Background: an optimization exercise with open tools, aiming at small area, a short achievable clock period and few clock cycles. Do not read the settings as production practice.
RTL that was checked went through simulation tests only; none was proved equivalent to the original.
No activity file was given, so power comes from the tool's default toggle rates.

==> exp/harbor: inputs <==
## filtering
module filtering(
    output reg [7:0] out,
    output reg out_valid,
    output reg [15:0] addr_edge,
    output reg finished,
    output reg [15:0] addr_im,
    input  [7:0] dout_im,
    input start,
    input rst,
    input clk
    );
==> module filtering, before the edit <==
module filtering(
    output reg [7:0] out,
    output reg out_valid,
    output reg [15:0] addr_edge,
    output reg finished,
    output reg [15:0] addr_im,
    input  [7:0] dout_im,
    input start,
    input rst,
    input clk
    );
   localparam M = 8;
   reg [7:0] px [0:2*M];
   integer i;
   wire [7:0] pa = px[2*M];
   wire [7:0] pb = px[M];
   wire [7:0] pc = px[0];
   wire [7:0] npc = ~pc;
   reg [8:0] lr, rr, er;      
   reg [8:0] lr1, rr1;        
   reg [9:0] xs, ys;          
   wire [8:0] nrr1 = ~rr1;
   wire [8:0] nrr  = ~rr;
   always @(posedge clk) begin
      px[0] <= dout_im;
      for (i = 1; i <= 2*M; i = i + 1) px[i] <= px[i-1];
      lr  <= pa + pb;
      rr  <= pb + pc;
      er  <= pa + npc;
      lr1 <= lr;
      rr1 <= rr;
      xs  <= lr1 + er;
      ys  <= er + nrr1;
   end
   wire [10:0] us = xs + nrr;   
   wire [10:0] vs = ys + lr;    
   wire edge_hit = (us >= 11'd866) || (us <= 11'd666) || (vs >= 11'd866) || (vs <= 11'd666);
   reg       pend;           
   reg       run;
   reg [2:0] j;
   reg [7:0] x;
   reg       j7;             
   reg       xe;             
   reg       s0;             
   reg       fv, fl;         
   reg       fj1, fj2, fs;   
   wire [7:0] klo = fv ? 8'd222 : (fj1 ? (fs ? 8'd35 : 8'd205) : 8'd0);
   wire [8:0] ae_lo = {1'b0, addr_edge[7:0]} + {1'b0, klo};
   wire [7:0] ae_hi_inc = addr_edge[15:8] + 8'd1;
   wire [7:0] ae_hi_jmp = addr_edge[15:8] + (fs ? 8'd255 : 8'd250);
   always @(posedge clk) begin
      if (rst) begin
         pend <= 0;
         run <= 0;
         fv <= 0;
         fl <= 0;
         out_valid <= 0;
         finished <= 0;
      end else begin
         pend <= start && !run && !pend;
         if (start && !run && !pend) finished <= 0;
         if (pend) run <= 1;
         fv <= run && ((j >= 4 && x >= 2) || (j <= 1 && (x >= 3 || (x == 0 && !s0))));
         fl <= run && j == 1 && addr_im == 16'd49952;
         out_valid <= fv;
         if (fl) begin
            finished <= 1;
            run <= 0;
         end
      end
   end
   always @(posedge clk) begin
      if (pend) begin
         addr_im <= 0;
         j <= 0;
         j7 <= 0;
         x <= 0;
         xe <= 0;
         s0 <= 1;
         addr_edge <= 16'hFFFF;
      end else begin
         if (run) begin
            j <= j + 1;
            j7 <= j == 6;
            xe <= x == 223;
            if (j7) begin
               x <= x + 1;
               if (xe) begin
                  x <= 0;
                  s0 <= 0;
                  addr_im <= addr_im - 16'd447;
               end else
                  addr_im <= addr_im - 16'd1567;
            end else
               addr_im <= addr_im + 16'd224;
         end
         addr_edge[7:0] <= ae_lo[7:0];
         if (fj2)
            addr_edge[15:8] <= ae_hi_jmp;
         else if (ae_lo[8])
            addr_edge[15:8] <= ae_hi_inc;
      end
      fj1 <= run && j == 2 && x >= 2;
      fj2 <= run && j == 3 && x >= 2;
      fs <= x == 2;
      out <= edge_hit ? 8'd0 : 8'd255;
   end
endmodule
clock: 4.5 ns
lec_check: 0
cap_margin: 20
core_margin: 2
core_utilization: 40
setup_slack_margin: 2.3
slew_margin: 20
run.sh (not shown) runs the stock make flow with config.mk's settings and CLKGATE_MAP_FILE= SYNTH_SCRIPT=/design/flow/synth_recipe.tcl, a recipe that flattens the netlist after the stock synthesis.
==> inputs of exp/ember, as changes to exp/harbor <==
--- a/flow/design.v
+++ b/flow/design.v
@@ -13,3 +13,3 @@
    localparam M = 8;
-   reg [7:0] px [0:2*M];
+   reg [7:0] px [1:2*M];
    integer i;
@@ -17,3 +17,3 @@
    wire [7:0] pb = px[M];
-   wire [7:0] pc = px[0];
+   wire [7:0] pc = dout_im;
    wire [7:0] npc = ~pc;
@@ -25,4 +25,4 @@
    always @(posedge clk) begin
-      px[0] <= dout_im;
-      for (i = 1; i <= 2*M; i = i + 1) px[i] <= px[i-1];
+      px[1] <= dout_im;
+      for (i = 2; i <= 2*M; i = i + 1) px[i] <= px[i-1];
       lr  <= pa + pb;
@@ -35,4 +35,7 @@
    end
-   wire [10:0] us = xs + nrr;   
-   wire [10:0] vs = ys + lr;    
+   reg [10:0] us, vs;         
+   always @(posedge clk) begin
+      us <= xs + nrr;
+      vs <= ys + lr;
+   end
    wire edge_hit = (us >= 11'd866) || (us <= 11'd666) || (vs >= 11'd866) || (vs <= 11'd666);
@@ -41,3 +44,4 @@
    reg [2:0] j;
-   reg [7:0] x;
+   reg [2:0] xh;
+   wire [4:0] xl = addr_im[4:0];
    reg       j7;             
@@ -46,5 +50,11 @@
    reg       fv, fl;         
+   wire x_ge2 = xh != 0 || xl >= 2;
+   wire x_ge3 = xh != 0 || xl >= 3;
+   wire x_0   = xh == 0 && xl == 0;
+   wire x_2   = xh == 0 && xl == 2;
    reg       fj1, fj2, fs;   
-   wire [7:0] klo = fv ? 8'd222 : (fj1 ? (fs ? 8'd35 : 8'd205) : 8'd0);
-   wire [8:0] ae_lo = {1'b0, addr_edge[7:0]} + {1'b0, klo};
+   wire [8:0] ae_222 = {1'b0, addr_edge[7:0]} + 9'd222;
+   wire [8:0] ae_35  = {1'b0, addr_edge[7:0]} + 9'd35;
+   wire [8:0] ae_205 = {1'b0, addr_edge[7:0]} + 9'd205;
+   wire [8:0] ae_lo  = fv ? ae_222 : (fj1 ? (fs ? ae_35 : ae_205) : {1'b0, addr_edge[7:0]});
    wire [7:0] ae_hi_inc = addr_edge[15:8] + 8'd1;
@@ -63,3 +73,3 @@
          if (pend) run <= 1;
-         fv <= run && ((j >= 4 && x >= 2) || (j <= 1 && (x >= 3 || (x == 0 && !s0))));
+         fv <= run && ((j >= 4 && x_ge2) || (j <= 1 && (x_ge3 || (x_0 && !s0))));
          fl <= run && j == 1 && addr_im == 16'd49952;
@@ -77,3 +87,3 @@
          j7 <= 0;
-         x <= 0;
+         xh <= 0;
          xe <= 0;
@@ -85,10 +95,7 @@
             j7 <= j == 6;
-            xe <= x == 223;
+            xe <= xh == 6 && xl == 31;
             if (j7) begin
-               x <= x + 1;
-               if (xe) begin
-                  x <= 0;
-                  s0 <= 0;
+               if (xe)
                   addr_im <= addr_im - 16'd447;
-               end else
+               else
                   addr_im <= addr_im - 16'd1567;
@@ -96,2 +103,9 @@
                addr_im <= addr_im + 16'd224;
+            if (j7) begin
+               if (xe) begin
+                  xh <= 0;
+                  s0 <= 0;
+               end else if (xl == 31)
+                  xh <= xh + 1;
+            end
          end
@@ -103,5 +117,5 @@
       end
-      fj1 <= run && j == 2 && x >= 2;
-      fj2 <= run && j == 3 && x >= 2;
-      fs <= x == 2;
+      fj1 <= run && j == 2 && x_ge2;
+      fj2 <= run && j == 3 && x_ge2;
+      fs <= x_2;
       out <= edge_hit ? 8'd0 : 8'd255;
==> flow/flow/run.sh (new file) <==
#!/bin/bash
# The standard layout (standard.sh), with the port buffers that
# global placement inserts made from buf_2 cells instead of the
# resizer's default choice. Each tool's output goes to standard.log;
# ORFS keeps its per-step logs under orfs/logs.
set -euo pipefail
bash standard.sh BUFFER_PORTS_ARGS="-buffer_cell sky130_fd_sc_hd__buf_2" finish > standard.log 2>&1
==> flow/standard.sh (new file) <==
#!/bin/bash
# synth_recipe.tcl (not shown) runs the flow's synth.tcl, then flattens the netlist and writes it again
# the make line also repeats each setting of config.mk as NAME=value (left out here)
make -C /OpenROAD-flow-scripts/flow DESIGN_CONFIG=/design/flow/config.mk WORK_HOME=/design/flow/orfs CLKGATE_MAP_FILE= SYNTH_SCRIPT=/design/flow/synth_recipe.tcl "${@:-finish}"
Settings changed: CORE_UTILIZATION 40 to 75, CTS_CLUSTER_DIAMETER set to 60, CTS_CLUSTER_SIZE set to 40.
removed: flow/run.sh
==> inputs of exp/yarrow, as changes to exp/harbor <==
Settings changed: CTS_CLUSTER_DIAMETER set to 60, CTS_CLUSTER_SIZE set to 40.
==> qor summary <==
metric                                                                    exp/yarrow                 exp/ember               exp/harbor
Fill cell total of the finished layout                                         2,234                       632                    2,195
Met2 Usage GRT                                                                0.2115                    0.5785                   0.2115
Cell depth of the worst flop-to-flop path                                         10                         7                       10
Post-synthesis net count                                                       1,010                     1,060                    1,010
Sequential fraction of design power                                            0.402                     0.448                    0.376
Global routing usage on met1                                                  0.1739                    0.3642                   0.1753
Critical Path Slowest Stage Cell                              sky130_fd_sc_hd__or3_4  sky130_fd_sc_hd__dfxtp_1  sky130_fd_sc_hd__or4b_1
Worst reg2reg setup slack                                                    2.11 ns                   2.24 ns                  2.13 ns
Share of power burned in combinational logic                                   0.328                     0.325                    0.310
Maximum number of pins on one net before global-route repair                      31                        34                       27
Placement-stage cell area                                                 10,480 um2                10,490 um2               10,480 um2
DRC violation total after the first TritonRoute iteration                        208                       640                      238
Instance count on the critical path                                               10                         7                       10
Multi-input logic portion of the cell area                                    0.3723                    0.4070                   0.3666
Area share of and/or/nand/nor cells after synthesis                          0.09763                   0.09912                  0.09763
Sequential cell area                                                        5190 um2                  5346 um2                 5174 um2
Multiplexer share of the synthesized area                                   0.007290                  0.008044                 0.007290
Status                                                      timing/DRC/antenna clean  timing/DRC/antenna clean  timing/DRC/antenna clean
Tcrit/Tclk final                                                              0.5304                    0.5030                   0.5260
Power attributed to combinational cells                                      2.29 mW                   2.26 mW                  2.32 mW
Slew at the pin closest to its max-slew limit                              0.5110 ns                  1.018 ns                0.5215 ns
Testbench counts of exp/ember, summed over its fixed seeds: cycles 795,708.
Function not checked in exp/harbor and exp/yarrow: the RTL went through the layout flow alone.

afterwards: timing with drivers on the ports:
No port has a modelled driver above. Below, the same layouts with a new extraction and two added sets of constraints. Step 1 (the two cells are an assumption about what drives the block):
set clk [get_ports {clk}]
set_driving_cell -lib_cell sky130_fd_sc_hd__clkbuf_16 $clk
set_driving_cell -lib_cell sky130_fd_sc_hd__buf_2 [delete_from_list [all_inputs] $clk]
Step 2 moves the port delays by t, midway between the first and last clock arrival at a register: inputs arrive t later, outputs are due t later. That takes back most of the time a late clock gives input paths. Three values: no drivers, after step 1, after step 2; two values: the first two.
run	shift t [ns]	slack for setup (ns)	slew at the worst register clock pin (ns)	pins driven straight from the clock port
exp/harbor	0.556	2.133 / 2.133 / 2.133	0.06 / 0.06	1
exp/ember	0.529	2.236 / 2.236 / 1.847	0.12 / 0.12	1
exp/yarrow	0.548	2.113 / 2.113 / 2.113	0.10 / 0.10	1
After both steps every run listed still meets setup and hold. For exp/ember, which loses most, drivers alone change the setup slack by 0.000 ns; drivers and shift together by -0.389 ns.
